This design comes from an exercise in tuning for small area and a short achievable clock period on the open sky130 flow, not from production work. Function was checked by simulation only, so behaviour that the tests miss may differ from the original. No activity file was given, so power comes from the tool's default toggle rates.

--- design/flow/flow/run.sh ---
#!/bin/bash
# Standard layout with two changes: no full/half-adder cells in synthesis (the
# adders are left as plain gates for abc), and timing repair aimed at a
# tighter setup slack than the design's own settings allow.
set -euo pipefail
export ADDER_MAP_FILE=
export SETUP_SLACK_MARGIN=6.5
bash standard.sh > standard_flow.log 2>&1
--- design/flow/config.mk ---
export PLATFORM = sky130hd
export DESIGN_NAME = mult_top
export DESIGN_NICKNAME = mult_top
export VERILOG_FILES = /design/flow/design.v
export SDC_FILE = /design/flow/constraint.sdc
export NUM_CORES = 4
export LEC_CHECK = 0
export ABC_AREA = 1
export CAP_MARGIN = 20
export CORE_MARGIN = 2
export CORE_UTILIZATION = 40
export PLACE_DENSITY = 0.6
export SLEW_MARGIN = 20
--- design/flow/standard.sh ---
#!/bin/bash
# synth_recipe.tcl (not shown) runs the flow's synth.tcl, then flattens the netlist and writes it again
# the make line also repeats each setting of config.mk as NAME=value (left out here)
make -C /OpenROAD-flow-scripts/flow DESIGN_CONFIG=/design/flow/config.mk WORK_HOME=/design/flow/orfs CLKGATE_MAP_FILE= SYNTH_SCRIPT=/design/flow/synth_recipe.tcl "${@:-finish}"
--- design/flow/design.v ---
module ELM_log(
    input  [13:0] x0,
    output reg [3:0] k,
    output [6:0] w
    );
    wire [12:0] a = x0[12:0] ^ {13{x0[13]}};
    integer i;
    always @* begin
        k = 4'd0;
        for (i = 1; i < 13; i = i + 1)
            if (a[i]) k = i;
    end
    wire [18:0] ap = {2'b00, a, 4'b0000};
    assign w = (k[3:2] == 2'd0) ? ap[6:0] :
               (k[3:2] == 2'd1) ? ap[10:4] :
               (k[3:2] == 2'd2) ? ap[14:8] : ap[18:12];
endmodule
module ELM_frac(
    input  [6:0] w,
    input  [1:0] r,
    output [3:0] f
    );
    assign f = (r == 2'd0) ? w[3:0] :
               (r == 2'd1) ? w[4:1] :
               (r == 2'd2) ? w[5:2] : w[6:3];
endmodule
module ELM_add #(parameter N = 18) (
    input  [N-1:0] a,
    input  [N-1:0] b,
    input          cin,
    output [N-1:0] s
    );
    localparam L = 5;    
    wire [N:0] g0 = {a & b, cin};
    wire [N:0] p0 = {a ^ b, 1'b0};
    wire [N:0] g [0:L];
    wire [N:0] p [0:L];
    assign g[0] = g0;
    assign p[0] = p0;
    genvar l, i;
    generate
        for (l = 0; l < L; l = l + 1) begin : lvl
            for (i = 0; i <= N; i = i + 1) begin : bit_
                if ((i >> l) & 1) begin : op
                    localparam integer J = ((i >> l) << l) - 1;
                    assign g[l+1][i] = g[l][i] | (p[l][i] & g[l][J]);
                    assign p[l+1][i] = p[l][i] & p[l][J];
                end else begin : pass
                    assign g[l+1][i] = g[l][i];
                    assign p[l+1][i] = p[l][i];
                end
            end
        end
    endgenerate
    assign s = p0[N:1] ^ g[L][N-1:0];
endmodule
module ELM_back(
    input  [15:0] x,
    input  [15:0] y,
    input  [3:0]  kx,
    input  [6:0]  wx,
    input  [3:0]  ky,
    input  [6:0]  wy,
    output [31:0] p
    );
    wire [3:0] fx, fy;
    ELM_frac frx(.w(wx), .r(kx[1:0]), .f(fx));
    ELM_frac fry(.w(wy), .r(ky[1:0]), .f(fy));
    wire s  = x[13] ^ y[13];
    wire nz = (x[13] | (|x[7:0])) & (y[13] | (|y[7:0]));
    wire sn = s & nz;    
    wire [4:0] fs = fx + fy;
    wire [4:0] ks = kx + ky;
    wire [5:0] m  = fs[4] ? {1'b1, fs[3:0], 1'b0} : {2'b01, fs[3:0]};
    wire [3:0] d0;
    wire [6:0] d1;
    genvar j, i;
    generate
        for (i = 0; i < 4; i = i + 1) begin : dec0
            assign d0[i] = (ks[1:0] == i);
        end
        for (i = 0; i < 7; i = i + 1) begin : dec1
            if (i < 6) assign d1[i] = nz & (ks[4:2] == i);
            else       assign d1[i] = nz & ks[4] & ks[3];
        end
    endgenerate
    wire [8:0] m1;       
    generate
        for (j = 0; j < 9; j = j + 1) begin : sh0
            wire [3:0] t;
            for (i = 0; i < 4; i = i + 1) begin : b
                if (j - i >= 0 && j - i <= 5)
                    assign t[i] = d0[i] & m[j - i];
                else
                    assign t[i] = 1'b0;
            end
            assign m1[j] = |t;
        end
    endgenerate
    wire [27:0] pabs;    
    assign pabs[27:26] = 2'b00;
    generate
        for (j = 0; j < 26; j = j + 1) begin : sh1
            wire [6:0] t;
            for (i = 0; i < 7; i = i + 1) begin : b
                if (j + 4 - 4*i >= 0 && j + 4 - 4*i <= (i == 6 ? 5 : 8))
                    assign t[i] = d1[i] & m1[j + 4 - 4*i];
                else
                    assign t[i] = 1'b0;
            end
            assign pabs[j] = |t;
        end
    endgenerate
    wire x_one = x[14] ^ x[13];
    wire x_two = (x[15] ^ x[14]) & ~x_one;
    wire y_one = y[14] ^ y[13];
    wire y_two = (y[15] ^ y[14]) & ~y_one;
    wire sf1 = x[15] & (x_one | x_two);
    wire sf0 = y[15] & (y_one | y_two);
    wire [16:0] ye = {y[15], y};
    wire [14:0] xe = {x[13], x[13:0]};
    wire [16:0] pp2 = ({17{x_one}} & ye | {17{x_two}} & {ye[15:0], 1'b0}) ^ {17{sf1}};
    wire [14:0] pp1 = ({15{y_one}} & xe | {15{y_two}} & {xe[13:0], 1'b0}) ^ {15{sf0}};
    wire [13:0] al = pabs[13:0] ^ {14{sn}};
    wire [13:0] z;       
    generate
        for (i = 0; i < 14; i = i + 1) begin : zlo
            if (i == 0) assign z[i] = 1'b1;
            else        assign z[i] = ~|al[i-1:0];
        end
    endgenerate
    assign p[13:0] = al ^ ({14{sf0}} & z);
    wire cin = sf0 & (sn | (|pabs[13:0]));
    wire [17:0] hb = {pp2[16], pp2};
    wire [17:0] hc = {{3{pp1[14]}}, pp1};
    wire [17:0] ph = {4'b0000, pabs[27:14]};
    wire [17:0] ex = hb ^ hc ^ {18{sn}};
    wire [17:0] eo = sn ? (hb & hc) : (hb | hc);    
    wire [17:0] ea = sn ? (hb | hc) : (hb & hc);    
    wire [17:0] cs = ph ^ ex;
    wire [17:0] cy = (ph & eo) | (~ph & ea);
    wire [17:0] cc = {cy[16:0], sf1};
    ELM_add #(.N(18)) hi_add(.a(cs), .b(cc), .cin(cin), .s(p[31:14]));
endmodule
module ELM_Mitchw5(
    input  [15:0] x,
    input  [15:0] y,
    output [31:0] p
    );
    wire [3:0] kx, ky;
    wire [6:0] wx, wy;
    ELM_log  lx(.x0(x[13:0]), .k(kx), .w(wx));
    ELM_log  ly(.x0(y[13:0]), .k(ky), .w(wy));
    ELM_back b(.x(x), .y(y), .kx(kx), .wx(wx), .ky(ky), .wy(wy), .p(p));
endmodule
module mult_top(
    input clk,
    input  [15:0] x,
    input  [15:0] y,
    output reg [31:0] p_out
    );
    wire [3:0] kx_d, ky_d;
    wire [6:0] wx_d, wy_d;
    reg  [15:0] X_vec, Y_vec;
    reg  [3:0]  KX_vec, KY_vec;
    reg  [6:0]  WX_vec, WY_vec;
    ELM_log log_x(.x0(x[13:0]), .k(kx_d), .w(wx_d));
    ELM_log log_y(.x0(y[13:0]), .k(ky_d), .w(wy_d));
    wire [31:0] P_vec;
    ELM_back back(.x(X_vec), .y(Y_vec), .kx(KX_vec), .wx(WX_vec), .ky(KY_vec), .wy(WY_vec), .p(P_vec));
    always @(posedge clk)
    begin
        X_vec  <= x;
        Y_vec  <= y;
        KX_vec <= kx_d;
        WX_vec <= wx_d;
        KY_vec <= ky_d;
        WY_vec <= wy_d;
        p_out  <= P_vec;
    end
endmodule
--- design/flow/constraint.sdc ---
create_clock -name core_clock -period 10.0 [get_ports {clk}]
set_input_delay 2.0000 -clock core_clock [delete_from_list [all_inputs] [get_ports {clk}]]
set_output_delay 2.0000 -clock core_clock [all_outputs]
set_load 0.01 [all_outputs]
==> flow_results.org, run 1 <==
** Routing
- The routed layout has 6560 vias.
- Post-DRT Antenna Nets :: 0
- The first detailed-routing pass took 6 iterations.
- Using the TritonRoute via totals, the vias-per-cell ratio works out to 4.72.
- Wires add up to 17100 µm.
- For this block, the initial DRC count from the detailed router was 344.
- For this run, design rule violations remaining after detail routing come to 0.
- After detailed routing, the average wire length per cell comes to 12.3 µm.

** Die
- Initial Util :: 0.405
- For this design the top-level I/O count stands at 65.
- Number of placement rows :: 48
- Die Footprint :: 18400 µm²
- Measured along the x axis, the die boundary spans 136 µm.
- Height of the die :: 136 µm
- Core Region :: 17100 µm²

** Logic synthesis
- In this run, synthesis inferred 0 flip-flops with an integrated enable.
- The most common cell in the synthesized netlist is sky130_fd_sc_hd__nand2_1.
- Seq/Total Area, Yosys :: 0.248
- Mapped Cells :: 1087
- The share of synthesized area in the top cell type comes to 0.248.
- Fraction of registers with async set or reset after synthesis :: 0
- The commonest cells after synthesis are sky130_fd_sc_hd__nand2_1, sky130_fd_sc_hd__inv_1, sky130_fd_sc_hd__xor2_1.
- Most area-consuming cells after synthesis :: sky130_fd_sc_hd__dfxtp_1, sky130_fd_sc_hd__nand2_1, sky130_fd_sc_hd__xor2_1, sky130_fd_sc_hd__inv_1, sky130_fd_sc_hd__nor2_1
- Register bit total from synthesis :: 86
- Top_reg_cell synth :: sky130_fd_sc_hd__dfxtp_1
- Total nets after synthesis :: 1120
- The mapped netlist covers 6940 µm².
- Library cell with the largest summed area after synthesis :: sky130_fd_sc_hd__dfxtp_1
- For this run, the number of Yosys warnings is 3.
- In this run the mean area of a mapped cell was 6.38 µm².
- Number of distinct standard cells referenced by the synthesized netlist :: 50

** Timing
- After routing, the total negative slack on setup checks comes to 0 ns.
- The hold violation total from the final report is 0.
- Setup repair after global routing could not meet its margin everywhere.
- Headroom to the max-slew limit :: 0.471
- Final critical-path share of the clock period :: 0.343
- Minimum period implied by the final worst setup slack :: 3.43 ns
- Fmax achieved :: 292 MHz
- Max-slew violations :: 0
- Worst Skew :: 0.00723 ns
- Actual slew at the worst max-slew pin :: 0.793 ns
- Setup violations remaining at the end of the flow were counted as 0.

** Worst setup path
- Required arrival time at the worst endpoint :: 10.25 ns
- By instance count, the cell type seen most on the critical path is sky130_fd_sc_hd__nand2_1.
- The critical path in this run is classified as flip-flop to flip-flop.
- On the critical path, the stage with the largest delay is an instance of sky130_fd_sc_hd__dfxtp_4.
- STA classifies the critical path startpoint as a flip-flop.
- Maximum fanout count along the critical path :: 7
- Crit path capture type :: flip-flop
- In this design, the stage delay of the slowest critical-path cell is 0.37 ns.
- STA puts the critical path data arrival time at 3.67 ns.

** CTS
- H-tree level count :: 3
- The clock reaches the later pin of the worst-skew pair after 0.36 ns.
- Clock-pin slew was measured on the worst setup and hold paths at 0.07 ns.
- TritonCTS Sinks :: 86
- Worst-case clock buffer depth :: 2
- TritonCTS built the clock tree.
- CTS root buf :: sky130_fd_sc_hd__clkbuf_16
- TritonCTS created 9 clock buffers.

** Place
- Routability congestion estimate from global placement :: 0.925
- Cell Area, Placed :: 7730 µm²
- Sum of net half-perimeters after detailed placement :: 13300 µm
- Buffers placed on the I/O ports in this run total 64.

** Global routing
- Wire length of the first global-routing pass :: 27500 µm
- Global route overflow :: 0
- The number of global-route vias before repair is 5813.
- Entering global routing, the biggest net connects 44 pins.
- For this run, the total global-route usage over all layers was measured as 0.188.
- The number of antenna violations at the first check in global routing was 0.

** Power
- Dividing total power by cell area gives a power density of 254 nW/µm².
- Max rail drop VDD :: 0.000119 V
- Leakage component of the power :: 4.34 nW

** Final layout
- Total Nets Final :: 1193
- Synth-to-Final Area Change :: 26.9%
- The layout has 1733 filler cells.
- In the final layout, the share of cells above drive strength 1 is 0.197.
- Post-route design area :: 8800 µm²
- The number of antenna diodes in the final layout is 0.

** Hold path
- The min-delay analysis places its worst path in the category flip-flop to flip-flop.

** Job
- Across the run, the number of max-cap violations was 0.

** Status
- Result of the run :: complete, no violations
[cell usage in the layout, fill, tap and decap left out, types with 3 or more instances in the layout]
cell type / n
sky130_fd_sc_hd__xor2_2: 12
sky130_fd_sc_hd__dfxtp_4: 4
sky130_fd_sc_hd__nand3_2: 13
sky130_fd_sc_hd__a22oi_1: 5
sky130_fd_sc_hd__o21ai_2: 9
sky130_fd_sc_hd__nand2_4: 12
sky130_fd_sc_hd__nor3_1: 3
sky130_fd_sc_hd__clkdlybuf4s50_1: 58
sky130_fd_sc_hd__clkbuf_16: 9
sky130_fd_sc_hd__or2_1: 10
sky130_fd_sc_hd__inv_2: 12
sky130_fd_sc_hd__nor2_1: 70
sky130_fd_sc_hd__xor2_1: 84
sky130_fd_sc_hd__nor2_4: 13
sky130_fd_sc_hd__nand2_2: 49
sky130_fd_sc_hd__buf_4: 18
sky130_fd_sc_hd__xnor2_1: 26
sky130_fd_sc_hd__nor2_2: 24
sky130_fd_sc_hd__a21oi_1: 21
sky130_fd_sc_hd__inv_6: 4
sky130_fd_sc_hd__inv_1: 135
sky130_fd_sc_hd__or2_2: 6
sky130_fd_sc_hd__o22ai_1: 27
sky130_fd_sc_hd__dlymetal6s2s_1: 4
sky130_fd_sc_hd__nand3_1: 37
sky130_fd_sc_hd__nand4_1: 5
sky130_fd_sc_hd__o21ai_0: 38
sky130_fd_sc_hd__nand3b_1: 3
sky130_fd_sc_hd__xnor2_2: 6
sky130_fd_sc_hd__o221ai_1: 9
sky130_fd_sc_hd__nand3_4: 4
sky130_fd_sc_hd__o21ai_4: 8
sky130_fd_sc_hd__o21ai_1: 5
sky130_fd_sc_hd__dfxtp_1: 81
sky130_fd_sc_hd__nand2_1: 305
[through the flow]
stage / setup WS, ns / std cells / utilization / power, W / hold slack (ns)
2_1_floorplan: 6.54 / 1087 / - / 0.00140 / 0.652
3_3_place_gp: 5.65 / 1353 / 0.452 / 0.00167 / 0.724
3_5_place_dp: 5.59 / 1353 / 0.452 / 0.00168 / 0.736
4_1_cts: 6.50 / 1373 / 0.476 / 0.00206 / 0.755
5_1_grt: 6.29 / 1390 / 0.514 / 0.00244 / 0.840
6_report: 6.57 / 1390 / 0.514 / 0.00224 / 0.747
[flip-flops by register name, indices dropped and copies added (netlist names)]
signal / cells
X_vec: 16
KY_vec: 4
KX_vec: 4
Y_vec: 16
WX_vec: 7
p_out: 32
WY_vec: 7
[where the power goes]
part	switching (W)	leakage (nW)	internal [W]
combinational	0.000851	3.47	0.000579
sequential	0.0000277	0.726	0.000424
clock	0.000160	0.151	0.000200
total	0.00104	4.34	0.00120
[kinds of logic (layout without fill, tap and decap cells)]
kind of cell / count (synthesis) / in the layout / synth area share
buf+inv: 174 / 252 / 0.102
simple gates: 563 / 563 / 0.361
flops: 86 / 86 / 0.248
xor+xnor: 130 / 130 / 0.170
compound gates: 134 / 134 / 0.119
[worst max-delay path: cells and delay by family (launching register included)]
kind | cells | cell delay [ns]
XOR/XNOR | 1 | 0.17
AND/OR/NAND/NOR | 22 | 2.15
flip-flops | 1 | 0.37
buffers and inverters | 3 | 0.40
AO/OA/AOI/OAI | 1 | 0.22
[cell type report]
cell class	count	area [µm²]	share of cell area
Timing Repair Buffer	86	838	0.0952
Multi-Input combinational cell	827	5050	0.574
Inverter	150	576	0.0654
Sequential cell	86	1740	0.197
Clock inverter	7	91.3	0.0104
Clock buffer	9	225	0.0256
Tap cell	225	282	0.0320
[what timing repair did]
item                       4_1_cts  5_1_grt
setup buffers                    4       17
pin swaps                        1       37
hold buffers                     0        0
setup endpoints to repair       44       35
resized for setup               21      135
[per-layer routing]
layer  up-vias  global-route usage  part of all wire
met5         -                   0                 0
met4         0              0.0648             0.017
met3        19              0.0281             0.036
met2       146               0.298              0.45
met1      2880               0.259              0.50
li1       3515                   -                 -
[final timing paths]
path	slack, ns	cells past startpoint	startpoint	to
hold / removal	0.75	5	X_vec[15]$_DFF_P_	p_out[31]$_DFF_P_
setup reg to reg	6.57	27	KY_vec[0]$_SDFF_PP0_	p_out[31]$_DFF_P_
hold reg to reg	0.75	5	X_vec[15]$_DFF_P_	p_out[31]$_DFF_P_
setup / recovery	6.57	27	KY_vec[0]$_SDFF_PP0_	p_out[31]$_DFF_P_
==> inputs of run 2 (changes only) <==
==> design/flow/flow/run.sh (replaced) <==
#!/bin/bash
# Standard layout with three changes: no full/half-adder cells in synthesis
# (the adders are left as plain gates for abc), timing repair aimed at a
# tighter setup slack than the design's own settings allow, and the port
# buffers are plain buf_1 cells rather than delay buffers.
set -euo pipefail
export ADDER_MAP_FILE=
export SETUP_SLACK_MARGIN=6.0
export BUFFER_PORTS_ARGS="-buffer_cell sky130_fd_sc_hd__buf_1"
bash standard.sh > standard_flow.log 2>&1
--- a/design/flow/config.mk
+++ b/design/flow/config.mk
@@ -10,4 +10,4 @@
 export CORE_MARGIN = 2
-export CORE_UTILIZATION = 40
-export PLACE_DENSITY = 0.6
+export CORE_UTILIZATION = 60
+export PLACE_DENSITY = 0.75
 export SLEW_MARGIN = 20
==> flow_results.org, run 2 <==
** Routing
- Number of detailed-routing iterations run before antenna repair :: 5 (was 6)
- The total vias in the final route is 6539 (was 6560).
- The detail-routed via count per cell was 5.07 (was 4.72).
- Total wirelength of the detailed-routed design :: 15900 µm (was 17100 µm)
- The post-detailed-route count of antenna-violating nets came to 0 (unchanged).
- Violation count after the first detailed-route iteration :: 372 (was 344)
- Post-detailed-route wirelength per cell :: 12.3 µm (about the same)
- DRC errors left :: 0 (unchanged)

** Timing
- The hold violation total from the final report was 0 (unchanged).
- Setup Total Neg Slack :: 0 ns (unchanged)
- Headroom to the max-slew limit :: 0.401 (was 0.471)
- The maximum clock skew at final layout is 0.00864 ns (was 0.00723 ns).
- The transition time at the pin with the least slew margin is 0.898 ns (was 0.793 ns).
- Count of endpoints failing setup in the final report :: 0 (unchanged)
- The fraction of the cycle the final worst path needs came to 0.371 (was 0.343).
- Fmax achieved :: 269 MHz (was 292 MHz)
- Unrepaired setup endpoints after global routing: false (was true).
- Minimum period implied by the final worst setup slack :: 3.71 ns (was 3.43 ns)
- Max-slew violations :: 0 (unchanged)

** CTS
- The latest clock arrival within the worst-skew pair is 0.35 ns (was 0.36 ns).
- TritonCTS clock tree :: done (unchanged)
- Worst-case clock buffer depth :: 2 (unchanged)
- Clock transition at the register clock pins on the worst setup and hold paths after CTS :: 0.06 ns (was 0.07 ns)
- The library cell used as clock root buffer is sky130_fd_sc_hd__clkbuf_16 (unchanged).
- The count of H-tree levels built during CTS was 3 (unchanged).
- TritonCTS Sinks :: 86 (unchanged)
- Total clock buffers created by CTS :: 9 (unchanged)

** Global routing
- Wire length of the first global-routing pass :: 26900 µm (was 27500 µm)
- All-Layer GR Usage :: 0.263 (was 0.188)
- The number of antenna violations at the first check in global routing came to 0 (unchanged).
- Number of global-route vias before repair :: 5794 (was 5813)
- The largest net degree at the start of global routing was 44 (unchanged).
- The overflow left after global routing is 0 (unchanged).

** Logic synthesis
- Number of synthesized flops with an enable pin :: 0 (unchanged)
- The share of synthesized registers carrying an async set or reset was 0 (unchanged).
- The total of flip-flops plus latches after synthesis came to 86 (unchanged).
- The per-instance average area after synthesis is 6.38 µm² (unchanged).
- The synthesized area was 6940 µm² (unchanged).
- Number of distinct standard cells referenced by the synthesized netlist :: 50 (unchanged)
- Most frequent cells after synthesis :: sky130_fd_sc_hd__nand2_1, sky130_fd_sc_hd__inv_1, sky130_fd_sc_hd__xor2_1 (unchanged)
- Synthesis Warnings :: 3 (unchanged)
- Mapped Cells :: 1087 (unchanged)
- The primary flip-flop cell chosen by synthesis mapping is sky130_fd_sc_hd__dfxtp_1 (unchanged).
- The number of nets in the synthesized netlist came to 1120 (unchanged).
- Seq/Total Area, Yosys :: 0.248 (unchanged)
- The most common cell in the synthesized netlist was sky130_fd_sc_hd__nand2_1 (unchanged).
- Most area-consuming cells after synthesis: sky130_fd_sc_hd__dfxtp_1, sky130_fd_sc_hd__nand2_1, sky130_fd_sc_hd__xor2_1, sky130_fd_sc_hd__inv_1, sky130_fd_sc_hd__nor2_1 (unchanged).
- Library cell with the largest summed area after synthesis :: sky130_fd_sc_hd__dfxtp_1 (unchanged)
- The share of Yosys cell area claimed by the top area cell type is 0.248 (unchanged).

** Final layout
- Top library cells by usage in the layout, fill and taps aside :: sky130_fd_sc_hd__nand2_1, sky130_fd_sc_hd__inv_1, sky130_fd_sc_hd__xor2_1 (unchanged)
- The most frequent standard cell in the layout excluding fill and tap cells was sky130_fd_sc_hd__nand2_1 (unchanged).
- Final design utilization :: 0.667 (was 0.514)
- The number of flip-flops under the largest register name is 32 (unchanged).
- The fill cell total of the finished layout is 1071 (was 1733).
- Antenna diode count :: 0 (unchanged)
- Fraction of final layout cells sized beyond drive strength 1 :: 0.112 (was 0.197)
- Registers with the most flip-flops: p_out x32, X_vec x16, Y_vec x16 (unchanged).
- Synth-to-Final Area Change :: 9.38% (was 26.9%)
- Total Nets Final :: 1176 (was 1193)
- The largest register by flop count was p_out (unchanged).

** Die
- The core footprint came to 11400 µm² (was 17100 µm²).
- Horiz. Die Dim :: 112 µm (was 136 µm)
- Die Footprint :: 12400 µm² (was 18400 µm²)
- Initial Util :: 0.610 (was 0.405)
- The I/O pin count is 65 (unchanged).
- The overall die height was 112 µm (was 136 µm).
- The number of standard-cell rows in the floorplan was 39 (was 48).

** Power
- Leakage component of the power :: 3.89 nW (was 4.34 nW)
- Power Dens Cells :: 259 nW/µm² (was 254 nW/µm²)
- The highest ir drop seen on vdd came to 0.000299 V (was 0.000119 V).

** Place
- The total half-perimeter wirelength after legalization and detailed placement is 12800 µm (was 13300 µm).
- Number of buffers added on ports :: 64 (unchanged)
- The routability-driven placement congestion ratio is 0.896 (was 0.925).

** Worst setup path
- Critical path launch point type :: input port (was flip-flop)
- The critical path arrival came to 3.97 ns (was 3.67 ns).
- The maximum net fanout on the critical path was 14 (was 7).
- The required time reported for the critical path endpoint came to 10.25 ns (about the same).
- The category of the critical setup timing path is input port to flip-flop (was flip-flop to flip-flop).
- Crit path capture type :: flip-flop (unchanged)
- The worst reg-to-reg path cell count came to 28 (was 27).

** Job
- The number of max-capacitance violations reported is 0 (unchanged).

** Hold path
- The path class of the lowest-slack min-delay path is flip-flop to flip-flop (unchanged).
- Hold path depth :: 5 (unchanged)

** Status
- Result of the run :: complete, no violations (unchanged)
run 2: cell count changes in the layout (fill, tap and decap cells not counted), sizes merged:
cell | previous run | this run
clkdlybuf4s50 | 58 | 0
buf | 24 | 69
dlymetal6s2s | 4 | 0
clkbuf | 9 | 10
inv | 153 | 152
run 2: area by class of cell:
cell class | instances | area (µm²) | share of cell area
inverter | 150 | 571 | 0.0752
timing repair buffer | 69 | 278 | 0.0366
tap | 143 | 179 | 0.0236
clock inverter | 6 | 68.8 | 0.00907
multi-input combinational | 827 | 4520 | 0.596
clock buffer | 10 | 239 | 0.0315
sequential | 86 | 1730 | 0.228
run 2: repair_timing:
action	4_1_cts	5_1_grt
setup endpoints to repair	0	19
hold endpoints to repair	0	0
resized for setup	0	11
buffers inserted	0	4
hold buffers	0	0
run 2: path summary, 6_finish.rpt:
| kind | startpoint | end | slack (ns) |
|---|---|---|---|
| worst max-delay path | y[13] | WY_vec[4]$_DFF_P_ | 6.29 |
| worst min-delay path | X_vec[15]$_DFF_P_ | p_out[31]$_DFF_P_ | 0.74 |
| worst max register to register | KX_vec[0]$_SDFF_PP0_ | p_out[31]$_DFF_P_ | 6.51 |
| worst min register to register | X_vec[15]$_DFF_P_ | p_out[31]$_DFF_P_ | 0.74 |
run 2: metrics by stage:
| step | hold WS, ns | area, µm² | cells | worst slack [ns] | total power, W |
|---|---|---|---|---|---|
| 6_report | 0.744 | 7590 | 1291 | 6.29 | 0.00196 |
| 5_1_grt | 0.818 | 7590 | 1291 | 6.04 | 0.00214 |
| 4_1_cts | 0.755 | 7530 | 1287 | 6.16 | 0.00196 |
| 3_5_place_dp | 0.742 | 7230 | 1271 | 5.98 | 0.00160 |
| 3_3_place_gp | 0.741 | 7230 | 1271 | 6.06 | 0.00158 |
| 2_1_floorplan | 0.652 | 6940 | 1087 | 6.34 | 0.00140 |
run 2: where the power goes:
part | switching (W) | internal [W]
clock network | 0.000148 | 0.000202
registers | 0.0000291 | 0.000424
logic | 0.000745 | 0.000415
run 2: cell families after synthesis:
family          count (synthesis)  synth area share
simple gates                  563             0.361
buf+inv                       174             0.102
compound gates                134             0.119
flops                          86             0.248
xor+xnor                      130             0.170
run 2: critical path, cell delays in order:
cell                       delay (ns)
sky130_fd_sc_hd__buf_1           0.65
sky130_fd_sc_hd__xnor2_1         0.25
sky130_fd_sc_hd__inv_1           0.10
sky130_fd_sc_hd__nor2_1          0.15
sky130_fd_sc_hd__nand2_1         0.11
sky130_fd_sc_hd__nor2_1          0.09
sky130_fd_sc_hd__inv_1           0.07
sky130_fd_sc_hd__nor2_1          0.18
sky130_fd_sc_hd__inv_1           0.13
sky130_fd_sc_hd__o221ai_1        0.23
run 2: metal layers:
metal / vias up / GRT usage / routed length, µm / share of wire
li1: 3504 / - / - / -
met1: 2796 / 0.353 / 7480 / 0.47
met2: 208 / 0.433 / 7040 / 0.44
met3: 31 / 0.0316 / 903 / 0.057
met4: 0 / 0.105 / 458 / 0.029
met5: - / 0 / 0 / 0
==> inputs of run 3 (changes only) <==
--- a/design/flow/config.mk
+++ b/design/flow/config.mk
@@ -10,4 +10,4 @@
 export CORE_MARGIN = 2
-export CORE_UTILIZATION = 60
-export PLACE_DENSITY = 0.75
+export CORE_UTILIZATION = 40
+export PLACE_DENSITY = 0.6
 export SLEW_MARGIN = 20
==> flow_results.org, run 3 <==
** Logic synthesis
- Avg Inst Size Synth :: 6.38 µm² (unchanged)
- Most area-consuming cells after synthesis :: sky130_fd_sc_hd__dfxtp_1, sky130_fd_sc_hd__nand2_1, sky130_fd_sc_hd__xor2_1, sky130_fd_sc_hd__inv_1, sky130_fd_sc_hd__nor2_1 (unchanged)
- The most common cell in the synthesized netlist is sky130_fd_sc_hd__nand2_1 (unchanged).
- Library cell with the largest summed area after synthesis :: sky130_fd_sc_hd__dfxtp_1 (unchanged)
- Number of synthesized flops with an enable pin :: 0 (unchanged)
- Most frequent cells after synthesis: sky130_fd_sc_hd__nand2_1, sky130_fd_sc_hd__inv_1, sky130_fd_sc_hd__xor2_1 (unchanged).
- Mapped Cells :: 1087 (unchanged)
- Total nets after synthesis :: 1120 (unchanged)
- Top_reg_cell synth :: sky130_fd_sc_hd__dfxtp_1 (unchanged)
- The share of synthesized registers carrying an async set or reset was 0 (unchanged).
- Synthesis Warnings :: 3 (unchanged)
- Seq/Total Area, Yosys :: 0.248 (unchanged)
- Area share of the largest cell type after synthesis :: 0.248 (unchanged)
- The total of flip-flops plus latches after synthesis came to 86 (unchanged).
- Number of distinct standard cells referenced by the synthesized netlist :: 50 (unchanged)
- The synthesized area is 6940 µm² (unchanged).

** Timing
- Actual slew at the worst max-slew pin :: 0.905 ns (was 0.898 ns)
- The final setup violation count came to 0 (unchanged).
- Minimum period implied by the final worst setup slack :: 3.66 ns (was 3.71 ns)
- Unrepaired setup endpoints after global routing: false (unchanged).
- Final hold violation count :: 0 (unchanged)
- Setup Total Neg Slack :: 0 ns (unchanged)
- Final critical-path share of the clock period :: 0.366 (was 0.371)
- The maximum clock skew at final layout was 0.00803 ns (was 0.00864 ns).
- Headroom to the max-slew limit :: 0.397 (was 0.401)
- Fmax achieved :: 273 MHz (was 269 MHz)
- The final number of max-transition violations came to 0 (unchanged).

** Worst setup path
- Register-to-Register Setup Slack :: 6.35 ns (was 6.51 ns)
- Cell depth of the worst setup path :: 10 (unchanged)
- The critical path's largest stage delay came to 0.66 ns (was 0.65 ns).
- The category of the critical setup timing path is input port to flip-flop (unchanged).
- Required arrival time at the worst endpoint :: 10.28 ns (was 10.25 ns)
- The worst-path cell with the longest stage delay is sky130_fd_sc_hd__buf_1 (unchanged).
- Count of buffer and inverter cells on the critical path :: 4 (unchanged)
- The worst reg-to-reg path cell count was 21 (was 28).
- Top Family by Delay on Critical Path :: buffers and inverters (unchanged)
- The critical path arrival was 3.94 ns (was 3.97 ns).
- The critical path endpoint category is a flip-flop (unchanged).
- The maximum net fanout on the critical path is 14 (unchanged).
- Crit-path cells :: buf_1 -> xnor2_1 -> inv_1 -> nor2_1 -> nand2_1 -> nor2_1 -> inv_1 -> nor2_1 -> inv_1 -> o221ai_1 (unchanged)
- Critical path launch point type :: input port (unchanged)

** Status
- Result of the run :: complete, no violations (unchanged)

** Die
- The I/O pin count came to 65 (unchanged).
- The overall die height was 136 µm (was 112 µm).
- The die outline area came to 18400 µm² (was 12400 µm²).
- Horiz. Die Dim :: 136 µm (was 112 µm)
- The core footprint came to 17100 µm² (was 11400 µm²).
- Initial Util :: 0.405 (was 0.610)
- Number of placement rows :: 48 (was 39)

** Routing
- DRC errors left :: 0 (unchanged)
- Post-DRT Antenna Nets :: 0 (unchanged)
- Number of detailed-routing iterations run before antenna repair :: 5 (unchanged)
- The met1 wire length came to 8230 µm (was 7480 µm).
- The final wirelength came to 16400 µm (was 15900 µm).
- The final routed wire length divided by cell count came to 12.0 µm (was 12.3 µm).
- Top routing layer in use :: met4 (unchanged)
- The detailed route wirelength on metal2 came to 7140 µm (was 7040 µm).
- DR WL met3 :: 759 µm (was 903 µm)
- Vias per Instance :: 4.70 (was 5.07)
- Routed vias :: 6436 (was 6539)
- Violation count after the first detailed-route iteration :: 401 (was 372)

** Final layout
- Registers with the most flip-flops: p_out x32, X_vec x16, Y_vec x16 (unchanged).
- Top register by number of flip-flops :: p_out (unchanged)
- Antenna diode count :: 0 (unchanged)
- The area added between synthesis and finish came to 10.2% (was 9.38%).
- Top library cells by usage in the layout, fill and taps aside :: sky130_fd_sc_hd__nand2_1, sky130_fd_sc_hd__inv_1, sky130_fd_sc_hd__xor2_1 (unchanged)
- The final non-filler cell total came to 1370 (was 1291).
- Fraction of final layout cells sized beyond drive strength 1 :: 0.108 (was 0.112)
- Most common cell after layout, fill and taps aside :: sky130_fd_sc_hd__nand2_1 (unchanged)
- The number of nets in the layout was 1173 (was 1176).
- Max FFs per register :: 32 (unchanged)

** CTS
- The number of hold buffers added after CTS came to 0 (unchanged).
- The latest clock arrival within the worst-skew pair was 0.36 ns (was 0.35 ns).
- TritonCTS clock tree :: done (unchanged)
- The clock-pin transition on the worst setup and hold timing paths came to 0.07 ns (was 0.06 ns).
- Total clock buffers created by CTS :: 9 (unchanged)
- Worst-case clock buffer depth :: 2 (unchanged)
- TritonCTS Sinks :: 86 (unchanged)
- H-tree level count :: 3 (unchanged)
- The library cell used as clock root buffer is sky130_fd_sc_hd__clkbuf_16 (unchanged).

** Hold path
- The path class of the lowest-slack min-delay path was flip-flop to flip-flop (unchanged).
- Hold path depth :: 5 (unchanged)

** Place
- The quantity of I/O buffers inserted on ports is 64 (unchanged).
- The number of instances in the placed design came to 1353 (was 1271).
- The total half-perimeter wirelength after legalization and detailed placement came to 13300 µm (was 12800 µm).
- Routability congestion estimate from global placement :: 0.899 (was 0.896)

** Power
- Switching component of the power :: 0.000921 W (was 0.000922 W)
- Leakage component of the power :: 3.86 nW (was 3.89 nW)
- Relative contribution of the clock network to total power :: 0.173 (was 0.178)
- Sequential fraction of design power :: 0.234 (was 0.231)
- The internal power contribution is 0.00101 W (was 0.00104 W).
- Power Dens Cells :: 253 nW/µm² (was 259 nW/µm²)
- The switching power share of the total was 0.476 (was 0.470).
- Combinational power share :: 0.593 (was 0.591)
- Max rail drop VDD :: 0.000119 V (was 0.000299 V)

** Global routing
- The overflow left after global routing was 0 (unchanged).
- Largest net degree at the start of global routing :: 44 (unchanged)
- Wire length of the first global-routing pass :: 27000 µm (was 26900 µm)
- Number of global-route vias before repair :: 5688 (was 5794)
- Antenna violations before repair :: 0 (unchanged)
- The overall track demand over capacity in global routing was 0.184 (was 0.263).

** Job
- Maximum Capacitance Violations :: 0 (unchanged)
run 3: cell counts after synthesis:
No cell type changed its count.
run 3: worst reg2reg max path, stage by stage (launching register included):
cell,delay [ns]
sky130_fd_sc_hd__dfxtp_1,0.50
sky130_fd_sc_hd__nor2_1,0.12
sky130_fd_sc_hd__o21ai_1,0.64
sky130_fd_sc_hd__o22ai_1,0.23
sky130_fd_sc_hd__xor2_1,0.20
sky130_fd_sc_hd__or2_2,0.32
sky130_fd_sc_hd__nand2_1,0.08
sky130_fd_sc_hd__xor2_1,0.18
sky130_fd_sc_hd__xor2_1,0.23
sky130_fd_sc_hd__inv_1,0.09
sky130_fd_sc_hd__nand2_1,0.08
sky130_fd_sc_hd__nand2_1,0.06
sky130_fd_sc_hd__nor2_1,0.10
sky130_fd_sc_hd__nand2_1,0.07
sky130_fd_sc_hd__nand2_2,0.10
sky130_fd_sc_hd__nand2_2,0.07
sky130_fd_sc_hd__nand2_4,0.12
sky130_fd_sc_hd__nand2_2,0.07
sky130_fd_sc_hd__nand2_2,0.09
sky130_fd_sc_hd__nand2_1,0.07
sky130_fd_sc_hd__nand3b_1,0.08
sky130_fd_sc_hd__nand2_1,0.05
run 3: worst paths after layout:
kind	from	end
worst max-delay path	y[13]	WY_vec[4]$_DFF_P_
worst max register to register	Y_vec[13]$_DFF_P_	p_out[31]$_DFF_P_
worst min register to register	X_vec[15]$_DFF_P_	p_out[31]$_DFF_P_
worst min-delay path	X_vec[15]$_DFF_P_	p_out[31]$_DFF_P_
run 3: per-stage QoR:
stage	area [µm²]	power [W]	hold slack [ns]	setup WS, ns	util
after floorplan	6940	0.00140	0.652	6.34	-
after global placement	7330	0.00160	0.728	6.04	0.428
after detailed placement	7330	0.00161	0.721	6.01	0.428
after CTS	7620	0.00195	0.729	6.16	0.445
after global routing	7650	0.00212	0.805	6.01	0.447
final	7650	0.00194	0.720	6.34	0.447
run 3: kinds of logic after synthesis:
group,synth area share
and+or+nand+nor,0.361
buffers and inverters,0.102
AOI/OAI and AO/OA,0.119
xor gates and xnor gates,0.170
DFF,0.248
run 3: metal layers:
| layer | up-vias | GRT usage |
|---|---|---|
| li1 | 3487 | - |
| met1 | 2780 | 0.252 |
| met2 | 148 | 0.294 |
| met3 | 21 | 0.0385 |
| met4 | 0 | 0.0475 |
| met5 | - | 0 |
run 3: area by class of cell:
| type | instances | area [µm²] |
|---|---|---|
| clock buffer | 10 | 239 |
| clock inverter | 6 | 52.6 |
| fill | 1837 | 9470 |
| inverter | 150 | 573 |
| multi-input combinational | 827 | 4520 |
| sequential | 86 | 1730 |
| tap | 225 | 282 |
| timing repair buffer | 66 | 255 |
run 3: timing repair:
item                                   CTS  global route
resized for setup                        0            10
setup endpoints to repair                0            20
setup buffers                            0             1
endpoints found under the hold margin    0             0
run 3: power groups by stage:
stage                     Sequential (W)  Clock (W)  Combinational (W)
after floorplan                 0.000476          0           0.000921
after global placement          0.000459          0            0.00114
after detailed placement        0.000460          0            0.00115
after CTS                       0.000452   0.000344            0.00115
after global routing            0.000460   0.000354            0.00131
final                           0.000452   0.000335            0.00115
==> inputs of run 4 (changes only) <==
--- a/design/flow/config.mk
+++ b/design/flow/config.mk
@@ -11,2 +11,3 @@
 export CORE_UTILIZATION = 40
+export CTS_BUF_LIST = sky130_fd_sc_hd__clkbuf_4 sky130_fd_sc_hd__clkbuf_8
 export PLACE_DENSITY = 0.6
==> flow_results.org, run 4 <==
** Final layout
- Total Nets Final :: 1173 (unchanged)
- Synth-to-Final Area Change :: 8.78% (was 10.2%)
- The post-layout utilization of the core was 0.441 (was 0.447).
- Most common cell after layout, fill and taps aside :: sky130_fd_sc_hd__nand2_1 (unchanged)
- The largest register by flop count was p_out (unchanged).
- Top library cells by usage in the layout, fill and taps aside: sky130_fd_sc_hd__nand2_1, sky130_fd_sc_hd__inv_1, sky130_fd_sc_hd__xor2_1 (unchanged).
- Registers with the most flip-flops :: p_out x32, X_vec x16, Y_vec x16 (unchanged)
- The number of flip-flops under the largest register name is 32 (unchanged).
- Fraction of final layout cells sized beyond drive strength 1 :: 0.108 (unchanged)
- The count of antenna diodes in the layout came to 0 (unchanged).

** Timing
- The transition time at the pin with the least slew margin was 0.908 ns (was 0.905 ns).
- The final setup violation count came to 0 (unchanged).
- Max-slew violations :: 0 (unchanged)
- Final critical-path share of the clock period :: 0.365 (was 0.366)
- Fmax achieved :: 274 MHz (was 273 MHz)
- Unrepaired setup endpoints after global routing: false (unchanged).
- Worst hold margin :: 0.725 ns (was 0.720 ns)
- Worst Skew :: 0.0121 ns (was 0.00803 ns)
- The worst slew margin relative to its limit is 0.395 (was 0.397).
- Final hold violation count :: 0 (unchanged)
- The time the worst path needs with I/O delays and setup was 3.65 ns (was 3.66 ns).
- The final sum of negative setup slack was 0 ns (unchanged).

** Status
- Result of the run: complete, no violations (unchanged).

** Power
- Leakage component of the power :: 3.81 nW (was 3.86 nW)
- Power Dens Cells :: 244 nW/µm² (was 253 nW/µm²)
- Max rail drop VDD :: 0.000111 V (was 0.000119 V)

** Logic synthesis
- Seq/Total Area, Yosys :: 0.248 (unchanged)
- Library cell with the largest summed area after synthesis :: sky130_fd_sc_hd__dfxtp_1 (unchanged)
- The synthesized area came to 6940 µm² (unchanged).
- The number of nets in the synthesized netlist was 1120 (unchanged).
- The number of enable flip-flop cells after synthesis is 0 (unchanged).
- The per-instance average area after synthesis was 6.38 µm² (unchanged).
- Most frequent cells after synthesis :: sky130_fd_sc_hd__nand2_1, sky130_fd_sc_hd__inv_1, sky130_fd_sc_hd__xor2_1 (unchanged)
- Area share of the largest cell type after synthesis :: 0.248 (unchanged)
- The count of warnings emitted by yosys came to 3 (unchanged).
- Top_reg_cell synth :: sky130_fd_sc_hd__dfxtp_1 (unchanged)
- The number of distinct library cells after synthesis is 50 (unchanged).
- Mapped Cells :: 1087 (unchanged)
- The share of synthesized registers carrying an async set or reset came to 0 (unchanged).
- Register bit total from synthesis :: 86 (unchanged)
- Most area-consuming cells after synthesis: sky130_fd_sc_hd__dfxtp_1, sky130_fd_sc_hd__nand2_1, sky130_fd_sc_hd__xor2_1, sky130_fd_sc_hd__inv_1, sky130_fd_sc_hd__nor2_1 (unchanged).
- Count leader, synth :: sky130_fd_sc_hd__nand2_1 (unchanged)

** CTS
- CTS root buf :: sky130_fd_sc_hd__clkbuf_8 (was sky130_fd_sc_hd__clkbuf_16)
- Worst-case clock buffer depth :: 2 (unchanged)
- CTS Hold Bufs :: 0 (unchanged)
- TritonCTS clock tree :: done (unchanged)
- The number of sinks on the clock net is 86 (unchanged).
- Total clock buffers created by CTS :: 9 (unchanged)
- The count of H-tree levels built during CTS came to 3 (unchanged).
- The clock-pin transition on the worst setup and hold timing paths is 0.09 ns (was 0.07 ns).
- Clock latency on the worst-skew pair :: 0.39 ns (was 0.36 ns)

** Routing
- Post-detailed-route wirelength per cell :: 11.9 µm (was 12.0 µm)
- The detail-routed via count per cell is 4.70 (about the same).
- The number of detailed-route iterations in the first pass was 5 (unchanged).
- Routed vias :: 6438 (was 6436)
- The count of unresolved DRC violations after routing came to 0 (unchanged).
- The number of DRC markers in iteration 0 was 406 (was 401).
- The final wirelength was 16300 µm (was 16400 µm).
- The post-detailed-route count of antenna-violating nets came to 0 (unchanged).

** Place
- Routability congestion estimate from global placement :: 0.899 (unchanged)
- The quantity of I/O buffers inserted on ports came to 64 (unchanged).
- Sum of net half-perimeters after detailed placement :: 13300 µm (unchanged)

** Die
- Height of the die :: 136 µm (unchanged)
- Initial Util :: 0.405 (unchanged)
- Core Region :: 17100 µm² (unchanged)
- The I/O pin count is 65 (unchanged).
- The number of standard-cell rows in the floorplan is 48 (unchanged).
- Horiz. Die Dim :: 136 µm (unchanged)
- The die outline area is 18400 µm² (unchanged).

** Global routing
- Largest net degree at the start of global routing :: 44 (unchanged)
- Antenna violations before repair :: 0 (unchanged)
- Wire length of the first global-routing pass :: 26900 µm (was 27000 µm)
- Number of global-route vias before repair :: 5668 (was 5688)
- The overall track demand over capacity in global routing is 0.183 (was 0.184).
- Global route overflow :: 0 (unchanged)

** Worst setup path
- The critical path arrival was 3.94 ns (about the same).
- The maximum net fanout on the critical path is 13 (was 14).
- The startpoint class of the critical path is a flip-flop (was input port).
- Required arrival time at the worst endpoint :: 10.29 ns (was 10.28 ns)
- Critical path origin :: Y_vec[13]$_DFF_P_ (was y[13])
- The category of the critical setup timing path is flip-flop to flip-flop (was input port to flip-flop).
- The critical path endpoint category is a flip-flop (unchanged).
- Launching point of the worst reg2reg path :: Y_vec[13]$_DFF_P_ (unchanged)

** Hold path
- The launch instance of the worst min-delay path is X_vec[15]$_DFF_P_ (unchanged).
- The path class of the lowest-slack min-delay path was flip-flop to flip-flop (unchanged).

** Job
- Maximum Capacitance Violations :: 0 (unchanged)
## run 4: final cells by class
class | instances | area, µm²
Inverter | 150 | 573
Sequential cell | 86 | 1730
Fill cell | 1847 | 9570
Clock buffer | 10 | 138
Timing Repair Buffer | 66 | 255
Multi-Input combinational cell | 827 | 4520
Tap cell | 225 | 282
Clock inverter | 6 | 52.6
## run 4: per-layer routing
metal  share of wire  track usage  vias to the layer above
met5               0            0                        -
met4           0.019       0.0475                        0
met3           0.050       0.0385                       21
met2            0.43        0.292                      162
met1            0.50        0.251                     2766
li1                -            -                     3489
## run 4: critical path: stages (launching register included)
cell,delay [ns]
sky130_fd_sc_hd__dfxtp_1,0.51
sky130_fd_sc_hd__nor2_1,0.12
sky130_fd_sc_hd__o21ai_1,0.64
sky130_fd_sc_hd__o22ai_1,0.23
sky130_fd_sc_hd__xor2_1,0.20
sky130_fd_sc_hd__or2_2,0.32
sky130_fd_sc_hd__nand2_1,0.08
sky130_fd_sc_hd__xor2_1,0.18
sky130_fd_sc_hd__xor2_1,0.22
sky130_fd_sc_hd__inv_1,0.08
sky130_fd_sc_hd__nand2_1,0.08
sky130_fd_sc_hd__nand2_1,0.06
sky130_fd_sc_hd__nor2_1,0.10
sky130_fd_sc_hd__nand2_1,0.07
sky130_fd_sc_hd__nand2_2,0.10
sky130_fd_sc_hd__nand2_2,0.07
sky130_fd_sc_hd__nand2_4,0.12
sky130_fd_sc_hd__nand2_2,0.06
sky130_fd_sc_hd__nand2_2,0.09
sky130_fd_sc_hd__nand2_1,0.07
sky130_fd_sc_hd__nand3b_1,0.08
sky130_fd_sc_hd__nand2_1,0.05
## run 4: what timing repair did
item | 4_1_cts | 5_1_grt
buffers inserted | 0 | 1
gates resized for setup | 0 | 10
endpoints found under the setup margin | 0 | 21
## run 4: path summary, 6_finish.rpt
kind                            slack [ns]                 to  depth (start not counted)
worst min-delay path                  0.72  p_out[31]$_DFF_P_                          5
worst max-delay path                  6.35  p_out[31]$_DFF_P_                         21
worst max register to register        6.35  p_out[31]$_DFF_P_                         21
worst min register to register        0.72  p_out[31]$_DFF_P_                          5
## run 4: cells by family (layout without fill, tap and decap cells)
group	count (synthesis)	count (layout)	share of synthesized area
buf+inv	174	232	0.102
simple gates	563	563	0.361
flops	86	86	0.248
xor+xnor	130	130	0.170
compound gates	134	134	0.119
## run 4: where the power goes
group	switching, W	internal, W
clock	0.000143	0.000101
combinational	0.000737	0.000412
sequential	0.0000286	0.000423
total	0.000908	0.000936
## run 4: through the flow
stage	instance area, µm²	power, W	worst slack, ns	instances
floorplan	6940	0.00140	6.34	1087
global placement	7330	0.00160	6.04	1353
detailed placement	7330	0.00161	6.01	1353
CTS	7520	0.00186	6.17	1369
global route	7550	0.00203	6.01	1370
finish	7550	0.00184	6.35	1370
==> inputs of run 5 (changes only) <==
--- a/design/flow/flow/run.sh
+++ b/design/flow/flow/run.sh
@@ -7,3 +7,2 @@
 export ADDER_MAP_FILE=
-export SETUP_SLACK_MARGIN=6.0
 export BUFFER_PORTS_ARGS="-buffer_cell sky130_fd_sc_hd__buf_1"
==> flow_results.org, run 5 <==
** CTS
- The count of H-tree levels built during CTS came to 3 (unchanged).
- The clock tree from TritonCTS was done (unchanged).
- Number of resized instances in the post-cts repair step :: 0 (unchanged)
- Worst-case clock buffer depth :: 2 (unchanged)
- Clock transition at the register clock pins on the worst setup and hold paths after CTS :: 0.09 ns (about the same)
- The post-CTS setup buffer count is 0 (unchanged).
- TritonCTS Sinks :: 86 (unchanged)
- Clock latency on the worst-skew pair :: 0.39 ns (about the same)
- The number of hold buffers added after CTS came to 0 (unchanged).
- Total clock buffers created by CTS :: 9 (unchanged)
- CTS root buf :: sky130_fd_sc_hd__clkbuf_8 (unchanged)

** Timing
- Worst Skew :: 0.0106 ns (was 0.0121 ns)
- Headroom to the max-slew limit :: 0.295 (was 0.395)
- Count of endpoints failing setup in the final report :: 0 (unchanged)
- The time the worst path needs with I/O delays and setup came to 3.81 ns (was 3.65 ns).
- The fmax is 263 MHz (was 274 MHz).
- Max-slew violations :: 0 (unchanged)
- Final critical-path share of the clock period :: 0.381 (was 0.365)
- The transition time at the pin with the least slew margin was 1.05 ns (was 0.908 ns).
- Setup Total Neg Slack :: 0 ns (unchanged)
- Final hold violation count :: 0 (unchanged)
- Unrepaired setup endpoints after global routing :: false (unchanged)

** Worst setup path
- Slowest stage cell, crit path :: sky130_fd_sc_hd__o21ai_1 (unchanged)
- R2R Path End :: p_out[31]$_DFF_P_ (unchanged)
- Required arrival time at the worst endpoint :: 10.29 ns (about the same)
- The launch instance of the worst register-to-register path is X_vec[13]$_DFF_P_ (was Y_vec[13]$_DFF_P_).
- The category of the critical setup timing path was flip-flop to flip-flop (unchanged).
- Top Family by Delay on Critical Path :: simple AND/OR/NAND/NOR gates (unchanged)
- The maximum net fanout on the critical path came to 15 (was 13).
- Crit-path cells :: nor2_1 -> o21ai_1 -> o22ai_1 -> xor2_1 -> or2_2 -> nand2_1 -> xor2_1 -> xor2_1 -> inv_1 -> nand2_1 -> nand2_1 -> nor2_1 -> nand2_1 -> nand2_2 -> nand2_2 -> nand2_4 -> nand2_2 -> nand2_2 -> nand2_1 -> nand3b_1 -> nand2_1 (unchanged)
- The critical path's largest stage delay is 0.82 ns (was 0.64 ns).
- Crit path capture type :: flip-flop (unchanged)
- Critical path launch point type :: flip-flop (unchanged)
- The worst reg-to-reg path cell count was 21 (unchanged).
- The most prevalent standard cell on the critical path is sky130_fd_sc_hd__nand2_1 (unchanged).
- Arrival @ worst endpoint :: 4.10 ns (was 3.94 ns)
- Register-to-Register Setup Slack :: 6.19 ns (was 6.35 ns)
- The count of buffer and inverter cells on the critical path is 1 (unchanged).

** Die
- Number of top-level pins :: 65 (unchanged)
- The number of standard-cell rows in the floorplan was 48 (unchanged).
- The width of the die came to 136 µm (unchanged).
- Core Region :: 17100 µm² (unchanged)
- The initial standard-cell utilization of the core was 0.405 (unchanged).
- The overall die height came to 136 µm (unchanged).
- The die outline area is 18400 µm² (unchanged).

** Routing
- Violation count after the first detailed-route iteration :: 386 (was 406)
- The met1 wire length was 8190 µm (about the same).
- Top routing layer in use :: met4 (unchanged)
- The final routed wire length divided by cell count came to 11.9 µm (about the same).
- Post-DRT Antenna Nets :: 0 (unchanged)
- The detail-routed via count per cell came to 4.68 (was 4.70).
- Detail Route met2 WL :: 7030 µm (was 6990 µm)
- The total vias in the final route is 6409 (was 6438).
- DRC errors left :: 0 (unchanged)
- The number of detailed-route iterations in the first pass was 5 (unchanged).
- The detailed-routed wire length on met3 was 780 µm (was 820 µm).
- Total wirelength of the detailed-routed design :: 16300 µm (about the same)

** Power
- Switching component of the power :: 0.000906 W (was 0.000908 W)
- The highest ir drop seen on vdd is 0.000109 V (was 0.000111 V).
- The switching power share of the total was 0.493 (was 0.492).
- Relative contribution of the clock network to total power :: 0.132 (about the same)
- The combinational fraction of design power is 0.622 (was 0.623).
- The overall power is 0.00184 W (about the same).
- The sequential fraction of design power is 0.245 (about the same).
- The internal power contribution was 0.000931 W (was 0.000936 W).
- The power per cell area was 244 nW/µm² (about the same).
- Leakage component of the power :: 3.81 nW (about the same)

** Place
- Number of cells in the design after placement :: 1353 (unchanged)
- Sum of net half-perimeters after detailed placement :: 13300 µm (unchanged)
- The quantity of I/O buffers inserted on ports came to 64 (unchanged).
- Cell Area, Placed :: 7330 µm² (unchanged)
- Routability congestion estimate from global placement :: 0.899 (unchanged)

** Hold path
- Hold path depth :: 5 (unchanged)
- The launch instance of the worst min-delay path is X_vec[15]$_DFF_P_ (unchanged).
- The worst min-delay path endpoint is p_out[31]$_DFF_P_ (unchanged).
- The path class of the lowest-slack min-delay path is flip-flop to flip-flop (unchanged).

** Logic synthesis
- The primary flip-flop cell chosen by synthesis mapping is sky130_fd_sc_hd__dfxtp_1 (unchanged).
- The share of Yosys cell area claimed by the top area cell type was 0.248 (unchanged).
- The most common cell in the synthesized netlist was sky130_fd_sc_hd__nand2_1 (unchanged).
- The number of distinct library cells after synthesis came to 50 (unchanged).
- The number of enable flip-flop cells after synthesis was 0 (unchanged).
- Mapped Cells :: 1087 (unchanged)
- Fraction of registers with async set or reset after synthesis :: 0 (unchanged)
- Most area-consuming cells after synthesis: sky130_fd_sc_hd__dfxtp_1, sky130_fd_sc_hd__nand2_1, sky130_fd_sc_hd__xor2_1, sky130_fd_sc_hd__inv_1, sky130_fd_sc_hd__nor2_1 (unchanged).
- The per-instance average area after synthesis was 6.38 µm² (unchanged).
- The synthesized area is 6940 µm² (unchanged).
- Register bit total from synthesis :: 86 (unchanged)
- Most frequent cells after synthesis :: sky130_fd_sc_hd__nand2_1, sky130_fd_sc_hd__inv_1, sky130_fd_sc_hd__xor2_1 (unchanged)
- Seq/Total Area, Yosys :: 0.248 (unchanged)
- Synthesis Warnings :: 3 (unchanged)
- Library cell with the largest summed area after synthesis :: sky130_fd_sc_hd__dfxtp_1 (unchanged)
- Total nets after synthesis :: 1120 (unchanged)

** Global routing
- The number of antenna violations at the first check in global routing is 0 (unchanged).
- The overflow left after global routing was 0 (unchanged).
- The overall track demand over capacity in global routing is 0.183 (unchanged).
- The global-route wire length before repair came to 26900 µm (unchanged).
- The number of global-route vias before repair came to 5668 (unchanged).
- The largest net degree at the start of global routing was 44 (unchanged).

** Job
- Maximum Capacitance Violations :: 0 (unchanged)

** Final layout
- The largest register by flop count is p_out (unchanged).
- Combined area of the multi-input logic cells :: 4510 µm² (was 4520 µm²)
- Total Nets Final :: 1172 (was 1173)
- Top library cells by usage in the layout, fill and taps aside: sky130_fd_sc_hd__nand2_1, sky130_fd_sc_hd__inv_1, sky130_fd_sc_hd__xor2_1 (unchanged).
- Post-route design area :: 7520 µm² (was 7550 µm²)
- Non-filler instance count after layout :: 1369 (was 1370)
- Antenna diode count :: 0 (unchanged)
- The area used by sequential logic in the layout was 1720 µm² (was 1730 µm²).
- The ratio of cells with drive above 1 in the final layout was 0.101 (was 0.108).
- Synth-to-Final Area Change :: 8.41% (was 8.78%)
- The fill cell total of the finished layout was 1846 (was 1847).
- The most frequent standard cell in the layout excluding fill and tap cells is sky130_fd_sc_hd__nand2_1 (unchanged).
- Registers with the most flip-flops: p_out x32, X_vec x16, Y_vec x16 (unchanged).
- Max FFs per register :: 32 (unchanged)

** Status
- Result of the run: complete, no violations (unchanged).
==> run 5: cell counts after synthesis <==
No cell type changed its count.
==> run 5: power by group through the flow <==
stage | Sequential (W) | Combinational, W | Clock, W
6_report | 0.000451 | 0.00114 | 0.000243
5_1_grt | 0.000459 | 0.00130 | 0.000265
4_1_cts | 0.000452 | 0.00115 | 0.000254
3_5_place_dp | 0.000460 | 0.00115 | 0
3_3_place_gp | 0.000459 | 0.00114 | 0
2_1_floorplan | 0.000476 | 0.000921 | 0
==> run 5: through the flow <==
step	util	setup slack (ns)	hold slack, ns
after floorplan	-	6.34	0.652
after global placement	0.428	6.04	0.728
after detailed placement	0.428	6.01	0.721
after CTS	0.439	6.17	0.733
after global routing	0.439	5.58	0.810
final	0.439	6.19	0.722
==> run 5: cell families (layout without fill, tap and decap cells) <==
logic type / Yosys count / count (layout) / share of synthesized area
AND/OR/NAND/NOR: 563 / 563 / 0.361
buffers and inverters: 174 / 231 / 0.102
AO/OA/AOI/OAI: 134 / 134 / 0.119
XOR/XNOR: 130 / 130 / 0.170
flip-flops: 86 / 86 / 0.248
==> run 5: tightest hold or removal path, cell delays in order, from the launching register on <==
cell and delay [ns]:
sky130_fd_sc_hd__dfxtp_1 0.35, sky130_fd_sc_hd__a22oi_1 0.09, sky130_fd_sc_hd__inv_1 0.07, sky130_fd_sc_hd__nor2_1 0.05, sky130_fd_sc_hd__nand3_1 0.08, sky130_fd_sc_hd__nand2_1 0.05
==> run 5: layout make-up <==
cell class                      instances  share of cell area
Inverter                              150              0.0759
Multi-Input combinational cell        827               0.600
Timing Repair Buffer                   65              0.0329
Clock buffer                           10              0.0183
Tap cell                              225              0.0374
Sequential cell                        86               0.229
Clock inverter                          6             0.00699
==> run 5: worst max path at each step <==
stage | depth (start not counted) | start | slack (ns) | to
after floorplan | 9 | y[13] | 6.34 | WY_vec[1]$_SDFF_PP0_
after global placement | 10 | y[13] | 6.04 | WY_vec[4]$_DFF_P_
after detailed placement | 10 | y[13] | 6.01 | WY_vec[4]$_DFF_P_
after CTS | 27 | KY_vec[0]$_SDFF_PP0_ | 6.17 | p_out[13]$_DFF_P_
after global routing | 27 | KY_vec[0]$_SDFF_PP0_ | 5.58 | p_out[13]$_DFF_P_
final | 21 | X_vec[13]$_DFF_P_ | 6.19 | p_out[31]$_DFF_P_
==> run 5: metal layers <==
layer | global-route usage | up-vias
met2 | 0.292 | 154
met1 | 0.251 | 2746
li1 | - | 3488
met4 | 0.0475 | 0
met3 | 0.0385 | 21
met5 | 0 | -
==> inputs of run 6 (changes only) <==
--- a/design/flow/flow/run.sh
+++ b/design/flow/flow/run.sh
@@ -7,2 +7,3 @@
 export ADDER_MAP_FILE=
+export SETUP_SLACK_MARGIN=6.4
 export BUFFER_PORTS_ARGS="-buffer_cell sky130_fd_sc_hd__buf_1"
==> flow_results.org, run 6 <==
** Logic synthesis
- Count leader, synth :: sky130_fd_sc_hd__nand2_1 (unchanged)
- Number of distinct standard cells referenced by the synthesized netlist :: 50 (unchanged)
- Library cell with the largest summed area after synthesis :: sky130_fd_sc_hd__dfxtp_1 (unchanged)
- The cell count after synthesis was 1087 (unchanged).
- The count of warnings emitted by yosys was 3 (unchanged).
- The share of synthesized registers carrying an async set or reset is 0 (unchanged).
- Total nets after synthesis :: 1120 (unchanged)
- Register bit total from synthesis :: 86 (unchanged)
- Most area-consuming cells after synthesis: sky130_fd_sc_hd__dfxtp_1, sky130_fd_sc_hd__nand2_1, sky130_fd_sc_hd__xor2_1, sky130_fd_sc_hd__inv_1, sky130_fd_sc_hd__nor2_1 (unchanged).
- The number of enable flip-flop cells after synthesis came to 0 (unchanged).
- The synthesized area was 6940 µm² (unchanged).
- Seq/Total Area, Yosys :: 0.248 (unchanged)
- The primary flip-flop cell chosen by synthesis mapping was sky130_fd_sc_hd__dfxtp_1 (unchanged).
- The per-instance average area after synthesis was 6.38 µm² (unchanged).
- Most frequent cells after synthesis: sky130_fd_sc_hd__nand2_1, sky130_fd_sc_hd__inv_1, sky130_fd_sc_hd__xor2_1 (unchanged).
- The share of Yosys cell area claimed by the top area cell type was 0.248 (unchanged).

** Global routing
- Antenna violations before repair :: 0 (unchanged)
- Largest net degree at the start of global routing :: 44 (unchanged)
- The overall track demand over capacity in global routing is 0.183 (about the same).
- The number of global-route vias before repair was 5598 (was 5668).
- The overflow left after global routing is 0 (unchanged).
- The global-route wire length before repair came to 26600 µm (was 26900 µm).

** Timing
- Final critical-path share of the clock period :: 0.345 (was 0.381)
- The worst hold slack across all endpoints was 0.734 ns (was 0.722 ns).
- The final setup violation count was 0 (unchanged).
- Headroom to the max-slew limit :: 0.525 (was 0.295)
- The transition time at the pin with the least slew margin is 0.710 ns (was 1.05 ns).
- Minimum period implied by the final worst setup slack :: 3.45 ns (was 3.81 ns)
- Worst Skew :: 0.0196 ns (was 0.0106 ns)
- The final sum of negative setup slack was 0 ns (unchanged).
- Final hold violation count :: 0 (unchanged)
- Max-slew violations :: 0 (unchanged)
- The fmax was 290 MHz (was 263 MHz).
- Unrepaired setup endpoints after global routing: true (was false).
- The minimum setup slack in the final design was 6.55 ns (was 6.19 ns).

** Final layout
- The largest register by flop count is p_out (unchanged).
- Antenna diode count :: 0 (unchanged)
- Top library cells by usage in the layout, fill and taps aside :: sky130_fd_sc_hd__nand2_1, sky130_fd_sc_hd__inv_1, sky130_fd_sc_hd__xor2_1 (unchanged)
- The ratio of cells with drive above 1 in the final layout came to 0.231 (was 0.101).
- Registers with the most flip-flops :: p_out x32, X_vec x16, Y_vec x16 (unchanged)
- The most frequent standard cell in the layout excluding fill and tap cells was sky130_fd_sc_hd__nand2_1 (unchanged).
- Post-route design area :: 8590 µm² (was 7520 µm²)
- The number of nets in the layout came to 1211 (was 1172).
- The number of flip-flops under the largest register name is 32 (unchanged).
- Synth-to-Final Area Change :: 23.8% (was 8.41%)

** Power
- Switching share of power :: 0.483 (was 0.493)
- The combinational fraction of design power is 0.685 (was 0.622).
- The net load switching power was 0.00108 W (was 0.000906 W).
- Sequential fraction of design power :: 0.202 (was 0.245)
- The internal power contribution was 0.00115 W (was 0.000931 W).
- Max rail drop VDD :: 0.000118 V (was 0.000109 V)
- The leakage dissipation came to 4.20 nW (was 3.81 nW).
- Power Dens Cells :: 260 nW/µm² (was 244 nW/µm²)
- Relative contribution of the clock network to total power :: 0.113 (was 0.132)

** Place
- Cell Area, Placed :: 7330 µm² (unchanged)
- Routability congestion estimate from global placement :: 0.914 (was 0.899)
- Post-Place Worst Slack :: 6.06 ns (was 6.01 ns)
- Sum of net half-perimeters after detailed placement :: 13300 µm (about the same)
- The quantity of I/O buffers inserted on ports is 64 (unchanged).

** CTS
- The latest clock arrival within the worst-skew pair came to 0.39 ns (about the same).
- The number of sinks on the clock net was 86 (unchanged).
- The library cell used as clock root buffer is sky130_fd_sc_hd__clkbuf_8 (unchanged).
- The buffer depth of the longest clock path is 2 (unchanged).
- The clock tree from TritonCTS was done (unchanged).
- H-tree level count :: 3 (unchanged)
- The number of hold buffers added after CTS is 0 (unchanged).
- The number of buffers added by the clock tree synthesis step came to 9 (unchanged).
- Clock transition at the register clock pins on the worst setup and hold paths after CTS :: 0.09 ns (about the same)

** Routing
- The total vias in the final route is 6606 (was 6409).
- The final wirelength came to 17400 µm (was 16300 µm).
- The detail-routed via count per cell is 4.70 (was 4.68).
- The number of detailed-route iterations in the first pass is 5 (unchanged).
- The count of unresolved DRC violations after routing is 0 (unchanged).
- Violation count after the first detailed-route iteration :: 330 (was 386)
- The final routed wire length divided by cell count was 12.3 µm (was 11.9 µm).
- Post-DRT Antenna Nets :: 0 (unchanged)

** Worst setup path
- Arrival @ worst endpoint :: 3.73 ns (was 4.10 ns)
- The critical path endpoint category was a flip-flop (unchanged).
- Required arrival time at the worst endpoint :: 10.28 ns (was 10.29 ns)
- The startpoint class of the critical path is a flip-flop (unchanged).
- The worst-path cell with the longest stage delay is sky130_fd_sc_hd__dfxtp_4 (was sky130_fd_sc_hd__o21ai_1).
- Delay of the slowest cell on the worst path :: 0.40 ns (was 0.82 ns)
- The category of the critical setup timing path is flip-flop to flip-flop (unchanged).
- Maximum fanout count along the critical path :: 7 (was 15)

** Die
- The initial standard-cell utilization of the core came to 0.405 (unchanged).
- Core Region :: 17100 µm² (unchanged)
- The number of standard-cell rows in the floorplan came to 48 (unchanged).
- Height of the die :: 136 µm (unchanged)
- Number of top-level pins :: 65 (unchanged)
- The die outline area came to 18400 µm² (unchanged).
- Horiz. Die Dim :: 136 µm (unchanged)

** Hold path
- The path class of the lowest-slack min-delay path is flip-flop to flip-flop (unchanged).

** Job
- The number of max-capacitance violations reported came to 0 (unchanged).

** Status
- Result of the run: complete, no violations (unchanged).
[run 6: final timing paths]
check                       to  depth (start not counted)                  from  slack, ns
min          p_out[31]$_DFF_P_                          5     X_vec[15]$_DFF_P_       0.73
max          p_out[31]$_DFF_P_                         29  KY_vec[1]$_SDFF_PP0_       6.55
min reg2reg  p_out[31]$_DFF_P_                          5     X_vec[15]$_DFF_P_       0.73
max reg2reg  p_out[31]$_DFF_P_                         29  KY_vec[1]$_SDFF_PP0_       6.55
[run 6: repair_timing]
item | CTS | global route
gates resized for setup | 7 | 194
buffers inserted | 1 | 37
endpoints found under the hold margin | 0 | 0
endpoints found under the setup margin | 15 | 36
pin swaps | 1 | 51
gates cloned | 0 | 1
[run 6: critical path: cells and delay by family (launching register included)]
kind | cells | cell delay (ns)
and+or+nand+nor | 23 | 2.14
AOI/OAI and AO/OA | 1 | 0.21
DFF | 1 | 0.40
xor gates and xnor gates | 1 | 0.16
buffers and inverters | 4 | 0.44
[run 6: layer usage]
| layer | vias up | GRT usage | share of wire |
|---|---|---|---|
| li1 | 3558 | - | - |
| met4 | 0 | 0.0608 | 0.019 |
| met1 | 2890 | 0.248 | 0.48 |
| met2 | 134 | 0.289 | 0.46 |
| met5 | - | 0 | 0 |
| met3 | 24 | 0.0374 | 0.040 |
[run 6: kinds of logic after synthesis]
group / count (synthesis) / synth area share
buffers and inverters: 174 / 0.102
xor gates and xnor gates: 130 / 0.170
DFF: 86 / 0.248
and+or+nand+nor: 563 / 0.361
AOI/OAI and AO/OA: 134 / 0.119
[run 6: area by class of cell]
cell class | instances | area [µm²]
multi-input cells | 828 | 5210
repair buffers | 103 | 593
inverters | 150 | 576
clock inverters | 6 | 68.8
fillers | 1765 | 8530
well taps | 225 | 282
clock buffers | 9 | 124
flip-flops and latches | 86 | 1740
[run 6: power groups by stage]
stage	sequential (W)	combinational, W	clock [W]
2_1_floorplan	0.000476	0.000921	0
3_3_place_gp	0.000459	0.00114	0
3_5_place_dp	0.000461	0.00115	0
4_1_cts	0.000453	0.00116	0.000262
5_1_grt	0.000457	0.00170	0.000273
6_report	0.000450	0.00153	0.000253
[run 6: metrics by stage]
step | total power [W] | utilization | cells
4_1_cts | 0.00187 | 0.441 | 1369
5_1_grt | 0.00243 | 0.502 | 1407
6_report | 0.00223 | 0.502 | 1407
3_3_place_gp | 0.00160 | 0.428 | 1353
3_5_place_dp | 0.00161 | 0.428 | 1353
2_1_floorplan | 0.00140 | - | 1087

[what the ideal ports hide]
Ports are ideal in the flow. The routed layouts listed here were re-timed in OpenROAD. Step 1: set_driving_cell puts a clkbuf_16 on clk and a buf_2 on each other input, an assumption about the parent block. Step 2, shift: input delay + t, output delay - t, t = (earliest + latest rising clock arrival at the registers) / 2. This alone moves slack from input paths to output paths. Three values: no drivers, after step 1, after step 2; two values: the first two.
run | shift t [ns] | slack for setup (ns) | clock arrival spread, ns
run 1 | 0.394 | 6.572 / 6.572 / 6.214 | 0.008 / 0.008
run 2 | 0.391 | 6.288 / 6.305 / 5.914 | 0.010 / 0.010
run 3 | 0.395 | 6.340 / 6.349 / 5.961 | 0.008 / 0.008
run 4 | 0.419 | 6.347 / 6.347 / 5.965 | 0.013 / 0.012
run 5 | 0.417 | 6.192 / 6.192 / 5.963 | 0.010 / 0.011
run 6 | 0.413 | 6.548 / 6.548 / 6.313 | 0.020 / 0.021
After both steps every run listed still meets setup and hold. For run 4, which loses most, drivers alone change the setup slack by 0.000 ns; drivers and shift together by -0.382 ns.
